This is an optimization exercise on Yosys and OpenROAD, whose aim is a short achievable clock period and few clock cycles, not a production implementation.
Only simulation tests tie the RTL to the original design; equivalence was not proved.
Power figures rest on the tool's default switching activity, not on a simulated workload.

Setup of garnet:
==> flow/design.v (excerpt) <==
module hart #(
    parameter RESET_ADDR = 32'h00000000
) (
    input  wire        i_clk,
    input  wire        i_rst,
    output wire [31:0] o_imem_raddr,
    input  wire [31:0] i_imem_rdata,
    output wire [31:0] o_dmem_addr,
    output wire        o_dmem_ren,
    output wire        o_dmem_wen,
    output wire [31:0] o_dmem_wdata,
    output wire [ 3:0] o_dmem_mask,
    input  wire [31:0] i_dmem_rdata,
    output wire        o_retire_valid,
    output wire [31:0] o_retire_inst,
    output wire        o_retire_trap,
    output wire        o_retire_halt,
    output wire [ 4:0] o_retire_rs1_raddr,
    output wire [ 4:0] o_retire_rs2_raddr,
    output wire [31:0] o_retire_rs1_rdata,
    output wire [31:0] o_retire_rs2_rdata,
    output wire [ 4:0] o_retire_rd_waddr,
    output wire [31:0] o_retire_rd_wdata,
    output wire [31:0] o_retire_dmem_addr,
    output wire [ 3:0] o_retire_dmem_mask,
    output wire        o_retire_dmem_ren,
    output wire        o_retire_dmem_wen,
    output wire [31:0] o_retire_dmem_rdata,
    output wire [31:0] o_retire_dmem_wdata,
    output wire [31:0] o_retire_pc,
    output wire [31:0] o_retire_next_pc
);
  reg [31:0] pc;   
  reg        d_valid;
  reg [31:0] d_pc;
  ...
Size: about 12000 cells after synthesis, about 480 I/O pins, about 140000 um2 of cells after synthesis.
==> flow/config.mk <==
export PLATFORM = sky130hd
export DESIGN_NAME = hart
export DESIGN_NICKNAME = hart
export VERILOG_FILES = /design/flow/design.v
export SDC_FILE = /design/flow/constraint.sdc
export NUM_CORES = 4
export LEC_CHECK = 0
export ABC_CLOCK_PERIOD_IN_PS = 2500
export CAP_MARGIN = 20
export CORE_MARGIN = 2
export CORE_UTILIZATION = 35
export PLACE_DENSITY = 0.45
export SLEW_MARGIN = 20
==> flow/constraint.sdc <==
create_clock -name core_clock -period 10.0 [get_ports {i_clk}]
set_input_delay 2.0000 -clock core_clock [delete_from_list [all_inputs] [get_ports {i_clk}]]
set_output_delay 2.0000 -clock core_clock [all_outputs]
set_load 0.01 [all_outputs]
standard.sh (not shown) runs the stock make flow with config.mk's settings and CLKGATE_MAP_FILE= SYNTH_SCRIPT=/design/flow/synth_recipe.tcl, a recipe that flattens the netlist after the stock synthesis.
==> flow/flow/run.sh <==
#!/bin/bash
# The standard layout, with timing repair aimed below the clock period: the
# clock, its period and the constraints are the standard flow's; only the repair margin
# differs from the standard flow.
set -uo pipefail
export SETUP_SLACK_MARGIN=7
bash standard.sh > standard.log 2>&1
Testbench counts of garnet, summed over its fixed seeds: cycles 63,212.
Relative to garnet, the following input files were edited for tundra:
diff --git a/flow/config.mk b/flow/config.mk
--- a/flow/config.mk
+++ b/flow/config.mk
@@ -10,4 +10,4 @@
 export CORE_MARGIN = 2
-export CORE_UTILIZATION = 35
-export PLACE_DENSITY = 0.45
+export CORE_UTILIZATION = 40
+export PLACE_DENSITY = 0.5
 export SLEW_MARGIN = 20
### Flow results
Diff garnet -> tundra: core area fell by 51000 um2; die area went down; number of instances in the placed design shows a reduction of about 4%; TritonCTS buffer count moved down; post-route clock period utilization saw an increase.
The total power was comparable across tundra and garnet.
Relative contribution of the clock network to total power ends up higher on garnet.
Run comparison: garnet endpoint of the worst setup timing path pc[10]; tundra endpoint of the worst setup timing path e_opb[2]
The layout cell share with drive strength beyond 1 was comparable across tundra and garnet.
Re clock sink count: no difference whatsoever between tundra and garnet.
tundra has completed all stages; timing, DRC and antenna checks passed.
garnet: all stages complete, timing, DRC and antenna checks passed
Here is what was changed in the inputs of delta compared with tundra.
diff --git a/flow/flow/run.sh b/flow/flow/run.sh
--- a/flow/flow/run.sh
+++ b/flow/flow/run.sh
@@ -5,3 +5,3 @@
 set -uo pipefail
-export SETUP_SLACK_MARGIN=7
+export SETUP_SLACK_MARGIN=6
 bash standard.sh > standard.log 2>&1
diff --git a/flow/config.mk b/flow/config.mk
--- a/flow/config.mk
+++ b/flow/config.mk
@@ -10,4 +10,4 @@
 export CORE_MARGIN = 2
-export CORE_UTILIZATION = 40
-export PLACE_DENSITY = 0.5
+export CORE_UTILIZATION = 35
+export PLACE_DENSITY = 0.45
 export SLEW_MARGIN = 20
==> comparison <==
- tundra has a higher number of nets in the finished design than delta.
- Diff tundra and delta: half-perimeter wire length of the detailed placement result lower in delta
- tundra → delta: area of the multi-input gates fell by 10%; sequential cell area share went up by 4.7 points; global routing usage on met2 went down; die area shows an increase of 52000 um2; overall power consumption now smaller.
- Wire length of the first global-routing pass on delta is ahead of tundra.
- delta ended with less routed wire length than tundra.
- The routing usage on met1 of delta is lower than that of tundra.
- delta ends up with a area growth from synthesis to final layout that is 17 points lower than in tundra.

re-timing with driven ports:
How much do the figures lean on ideal ports? The routed layouts below were timed once more, with nothing changed but the port constraints.
Step 1 (the two cells are an assumption about what drives the block):
set clk [get_ports {i_clk}]
set_driving_cell -lib_cell sky130_fd_sc_hd__clkbuf_16 $clk
set_driving_cell -lib_cell sky130_fd_sc_hd__buf_2 [delete_from_list [all_inputs] $clk]
Step 2 adds t to the input delays and takes it off the output delays; t is the mean of the earliest and latest rising clock arrival at the registers after step 1. Input paths then give back, and output paths get back, about the clock's delay inside the block.
Slacks: ideal / step 1 / step 2; pairs: ideal / step 1.
run | shift t [ns] | setup WS [ns] | latest minus earliest clock arrival (ns) | slew at the worst register clock pin (ns) | worst slew at a driven data input, ns
garnet | 1.099 | 6.000 / 5.719 / 4.620 | 0.104 / 0.104 | 0.07 / 0.07 | 0.55
tundra | 1.050 | 5.942 / 5.595 / 4.545 | 0.072 / 0.072 | 0.07 / 0.07 | 0.62
delta | 1.063 | 5.883 / 5.737 / 4.674 | 0.107 / 0.107 | 0.07 / 0.07 | 0.38
After both steps setup and hold are still met in every run listed. For tundra, which loses most, drivers alone change the setup slack by -0.347 ns; drivers and shift together by -1.397 ns.
